Background: an optimization exercise with open tools, aiming at small area and a short achievable clock period. Do not read the settings as production practice. In this exercise RTL edits were held to simulation tests only and were not proved equivalent to the original. Power and IR drop assume default switching activity.

==> v35: inputs <==
## bitonic_top
module bitonic_top #(parameter NUM_INPUT = 16, DATA_WIDTH = 8)
(clk, reset, data_in, valid, done, data_out);
export LEC_CHECK = 0
export CAP_MARGIN = 20
export CORE_MARGIN = 2
export CORE_UTILIZATION = 55
export SETUP_SLACK_MARGIN = 1.0
export SLEW_MARGIN = 20
create_clock -name core_clock -period 3.0 [get_ports {clk}]
standard.sh (not shown) runs the stock make flow with config.mk's settings and CLKGATE_MAP_FILE= SYNTH_SCRIPT=/design/flow/synth_recipe.tcl, a recipe that flattens the netlist after the stock synthesis.
==> flow/flow/run.sh <==
#!/bin/bash
# Own layout flow: the standard layout, except that the synthesis maps the
# combinational logic with flow/abc.script (an area-recovering ABC script) in place of
# ORFS's speed script. Registers, their names and everything after synthesis are as in
# the standard flow.
set -euo pipefail
W=$(pwd)
{
  head -n 1 synth_recipe.tcl
  cat <<EOF
proc abc {args} {
  set i [lsearch -exact \$args -script]
  if { \$i >= 0 } { set args [lreplace \$args [expr {\$i+1}] [expr {\$i+1}] $W/flow/abc.script] }
  yosys abc {*}\$args
}
EOF
  tail -n +2 synth_recipe.tcl
} > my_synth.tcl
sed "s#SYNTH_SCRIPT=[^ ]*#SYNTH_SCRIPT=$W/my_synth.tcl#" standard.sh > my_standard.sh
grep -q "SYNTH_SCRIPT=$W/my_synth.tcl" my_standard.sh
bash my_standard.sh > flow.log 2>&1
==> flow/flow/abc.script <==
strash
dc2
strash
&get -n
&dch -f
&nf {D}
&put
==> inputs of v17, as changes to v35 <==
--- a/flow/flow/run.sh
+++ b/flow/flow/run.sh
@@ -3,5 +3,5 @@
 # combinational logic with flow/abc.script (an area-recovering ABC script) in place of
 # ORFS's speed script. Registers, their names and everything after synthesis are as in
-# the standard flow.
+# the standard flow. Ports are buffered with buf_2 cells.
 set -euo pipefail
 W=$(pwd)
@@ -19,3 +19,3 @@
 sed "s#SYNTH_SCRIPT=[^ ]*#SYNTH_SCRIPT=$W/my_synth.tcl#" standard.sh > my_standard.sh
 grep -q "SYNTH_SCRIPT=$W/my_synth.tcl" my_standard.sh
-bash my_standard.sh > flow.log 2>&1
+bash my_standard.sh "BUFFER_PORTS_ARGS=-buffer_cell sky130_fd_sc_hd__buf_2" finish > flow.log 2>&1
==> flow/flow/abc.script (replaced) <==
strash
dc2
strash
&get -n
&dch -f
&nf -R 100 -p
&put
- CORE_UTILIZATION: 55 -> 65
- CTS_CLUSTER_DIAMETER: default -> 45
- CTS_CLUSTER_SIZE: default -> 25
- SETUP_SLACK_MARGIN: 1.0 -> 1.4
==> run summary <==
metric	v17	v35
Multi-Input Combinational	2888	2697
Total Routed Length	94400 um	104000 um
Final design area excluding fillers	0.0444 mm^2	0.0462 mm^2
Wire length of the first global-routing pass	142000 um	157000 um
Synthesized Nets	4620	4172
Gate power share	0.330	0.332
Power Internal	31.5 mW	33.8 mW
Comb. pwr	17.0 mW	17.4 mW
Post-synthesis instance area	0.0383 mm^2	0.0398 mm^2
Pin count of the biggest net entering global routing	25	16
Worst Max-Slew Pin Slew	644 ps	998 ps
Signal inverters	421	164
Chip height	247 um	273 um
Total GRT Usage	0.301	0.273
Number of nets in the layout	4852	4414
Run status	finished clean	finished clean
Avg Inst Size Synth	8.52 um^2	9.85 um^2
Violation count after the first detailed-routing iteration	2182	2226
Ratio of total power to cell area	1160 mW/mm^2	1140 mW/mm^2
Non-filler cells, final	5569	5317
Number of CTS-inserted buffers	96	103
Router iterations before antenna repair	6	8
Detailed route wirelength on metal3	4870 um	5840 um
Worst Hold Launch	data_in[17]	l4_13_15_1_hi_p4
Max FO, Critical Path	1	4
Slew Limit Headroom	0.567	0.329

==> inputs of 07-06 <==
Starting RTL as in the previous note.
export LEC_CHECK = 0
export CAP_MARGIN = 20
export CORE_MARGIN = 2
export CORE_UTILIZATION = 65
export CTS_CLUSTER_DIAMETER = 60
export CTS_CLUSTER_SIZE = 30
export SETUP_SLACK_MARGIN = 1.3
export SLEW_MARGIN = 20
create_clock -name core_clock -period 3.0 [get_ports {clk}]
==> flow/flow/run.sh <==
#!/bin/bash
# Own layout flow: the standard layout, except that the synthesis maps the
# combinational logic with flow/abc.script (an area-recovering ABC script) in place of
# ORFS's speed script. Registers, their names and everything after synthesis are as in
# the standard flow. Ports are buffered with buf_2 cells.
set -euo pipefail
W=$(pwd)
{
  head -n 1 synth_recipe.tcl
  cat <<EOF
proc abc {args} {
  set i [lsearch -exact \$args -script]
  if { \$i >= 0 } { set args [lreplace \$args [expr {\$i+1}] [expr {\$i+1}] $W/flow/abc.script] }
  yosys abc {*}\$args
}
EOF
  tail -n +2 synth_recipe.tcl
} > my_synth.tcl
sed "s#SYNTH_SCRIPT=[^ ]*#SYNTH_SCRIPT=$W/my_synth.tcl#" standard.sh > my_standard.sh
grep -q "SYNTH_SCRIPT=$W/my_synth.tcl" my_standard.sh
bash my_standard.sh "BUFFER_PORTS_ARGS=-buffer_cell sky130_fd_sc_hd__buf_2" finish > flow.log 2>&1
==> flow/flow/abc.script <==
strash
dc2
strash
&get -n
&dch -f
&nf {D}
&put
==> 05-05 (differences from 07-06) <==
==> flow/flow/abc.script (replaced) <==
strash
dc2
strash
&get -n
&dch -f
&nf -R 100 -p
&put
==> 04-09 (differences from 07-06) <==
CORE_UTILIZATION = 70   (was 65)
SETUP_SLACK_MARGIN = 1.6   (was 1.3)
==> comparison table <==
item	05-05	07-06	04-09
Run status	complete, no violations	complete, no violations	stopped before the end
Stage where the flow stopped	-	-	global routing (5_1_grt)
Cell Pwr Density	1092 nW/um^2	1090 nW/um^2	-
Critical path startpoint	l10_8_9_4_lo_p6	l2_2_9_0_hi_p1	-
Data required time at the worst endpoint	2400 ps	3480 ps	-
Clock Network Area Fraction	0.04135	0.04210	-
Max-slew headroom at the worst pin	0.5634	0.3124	-
Maxcap violations	0	0	-
Worst slack at placement	1186 ps	1062 ps	1127 ps
Inst Count DP	5386	4957	4929
Transition time of the tightest slew-check pin	648.8 ps	1022 ps	-
Peak ir drop on the vdd network	840.0 uV	939.4 uV	-
Multi-input gate share of the layout cell area	0.3557	0.4075	-
Worst clock skew on the final layout	25.21 ps	34.58 ps	-
Period minus WS final	1694 ps	1759 ps	-
CTS tree	built	built	-
Fraction of the cycle the final worst path needs	0.5647	0.5862	-
Static Leak	17.95 nW	17.25 nW	-
Die Wd	246.6 microns	251.5 microns	242.5 microns
Area delta synth->final	9.678%	10.96%	-
Layout buffering overhead excluding clock cells	0.03896	0.03530	-
Number of instances in the synthesized netlist	4489	4041	4041
Final std cell area, no fill	41970 sq um	44160 sq um	-
Clock slew at the register clock pins of the worst setup and hold paths	110 ps	100 ps	-

==> inputs of willow <==
Starting RTL as in the previous note.
==> flow/config.mk <==
export PLATFORM = sky130hd
export DESIGN_NAME = bitonic_top
export DESIGN_NICKNAME = bitonic_top
export VERILOG_FILES = /design/flow/design.v
export SDC_FILE = /design/flow/constraint.sdc
export NUM_CORES = 4
export LEC_CHECK = 0
export CAP_MARGIN = 20
export CORE_MARGIN = 2
export CORE_UTILIZATION = 65
export CTS_CLUSTER_DIAMETER = 60
export CTS_CLUSTER_SIZE = 30
export SETUP_SLACK_MARGIN = 1.4
export SLEW_MARGIN = 20
==> flow/constraint.sdc <==
create_clock -name core_clock -period 3.0 [get_ports {clk}]
set_input_delay 0.6000 -clock core_clock [delete_from_list [all_inputs] [get_ports {clk}]]
set_output_delay 0.6000 -clock core_clock [all_outputs]
set_load 0.01 [all_outputs]
==> flow/flow/abc.script <==
strash
dc2
strash
&get -n
&dch -f
&nf -R 100 -p
&put
Scripts as last shown in full above: flow/flow/run.sh
==> zinc (differences from willow) <==
==> flow/run.sh (new file) <==
#!/bin/bash
# synth_recipe.tcl (not shown) runs the flow's synth.tcl, then flattens the netlist and writes it again
# the make line also repeats each setting of config.mk as NAME=value (left out here)
make -C /OpenROAD-flow-scripts/flow DESIGN_CONFIG=/design/flow/config.mk WORK_HOME=/design/flow/orfs CLKGATE_MAP_FILE= SYNTH_SCRIPT=/design/flow/synth_recipe.tcl finish
Settings changed: CORE_UTILIZATION 65 to 55, CTS_CLUSTER_DIAMETER 60 to unset, CTS_CLUSTER_SIZE 30 to unset, SETUP_SLACK_MARGIN 1.4 to 1.0.
removed: flow/flow/run.sh
removed: flow/flow/abc.script
removed: flow/standard.sh
==> run summary <==
zinc ran to the end with no violations. willow finished with timing, DRC and antenna clean.
Between willow and zinc, the lower register-to-register slack is in zinc (gap 0.39 ns).
Between willow and zinc, the lower setup slack is in zinc (gap 0.33 ns).
Of willow and zinc, zinc has the higher clock power (gap 38%, measured against zinc).
Clock skew is about the same in willow and zinc.
In willow the power is smaller than in zinc, by 18%.
Between willow and zinc, the lower via count is in willow (gap 23%, measured against zinc).
In willow the fmax is larger than in zinc, by about 20%.
Design area: zinc is higher than willow (about 22%).
Of zinc and willow, zinc has the higher count of clock-buffer cells in the layout (gap 80).
Against zinc, the non-clock buffer count of willow is lower by 22.
Between willow and zinc, the lower global-route usage is in zinc (gap 0.58 points).
==> figures <==
quantity                                                    willow            zinc
Run status                                          finished clean  finished clean
RD Place Congestion                                          0.924           0.961
Area fraction of clock buffers and clock inverters           4.07%           6.95%
Nature of the critical path endpoint                    output pin       flip-flop
Highest clock rate                                       0.590 GHz       0.494 GHz
Worst hold path depth                                            1               0
Worst clock skew                                         0.0193 ns       0.0191 ns
P per Cell Area                                       1090 mW/mm^2    1090 mW/mm^2
Number of rows created at floorplan                             88             105
Dpl hpwl                                                  71600 um        98300 um
Crit share post-route                                        56.5%           67.4%
Design Power                                              46500 uW        56800 uW
Via Count                                                    30200           39300
Sink of the worst hold path                              in12_2_p1  l9_5_6_1_lo_p5
Largest stage delay, worst path                            0.33 ns         0.54 ns
Total standard cell area after synthesis               0.0383 mm^2     0.0455 mm^2
Area after detailed placement                          0.0396 mm^2     0.0482 mm^2
Cell count along the critical path                               1               5
Number of post-CTS setup repair buffers                          0               2
Fin area                                               0.0426 mm^2     0.0520 mm^2
Post-placement worst setup slack                           1.19 ns        0.760 ns
Non-clock buffering overhead                                 3.85%           5.02%
Nets                                                          4805            5449

==> what the ideal ports hide <==
Ports are ideal in the flow. The routed layouts listed here were re-timed in OpenROAD. Step 1: set_driving_cell puts a clkbuf_16 on clk and a buf_2 on each other input, an assumption about the parent block. Step 2 times the ports against the registers' clock, not the clock port: input delays grow and output delays shrink by t, the midpoint of the rising clock arrivals with the driver on. a / b / c = no drivers / after step 1 / after step 2; a / b = the first two.
run | t, ns | slack for setup (ns) | hold WS [ns] | cell pins on the clock port's net
v35 | 0.727 | 1.103 / 1.077 / 1.103 | 0.320 / 0.320 / 0.320 | 1
v17 | 0.715 | 1.294 / 1.231 / 1.409 | 0.029 / -0.012 / 0.319 | 1
07-06 | 0.710 | 1.242 / 1.213 / 1.242 | 0.031 / -0.014 / 0.329 | 1
05-05 | 0.697 | 1.306 / 1.243 / 1.332 | 0.043 / 0.000 / 0.319 | 1
willow | 0.700 | 1.304 / 1.240 / 1.369 | 0.044 / 0.000 / 0.322 | 1
zinc | 0.738 | 0.977 / 0.977 / 0.977 | 0.319 / 0.313 / 0.319 | 1
After both steps every run listed still meets setup and hold.
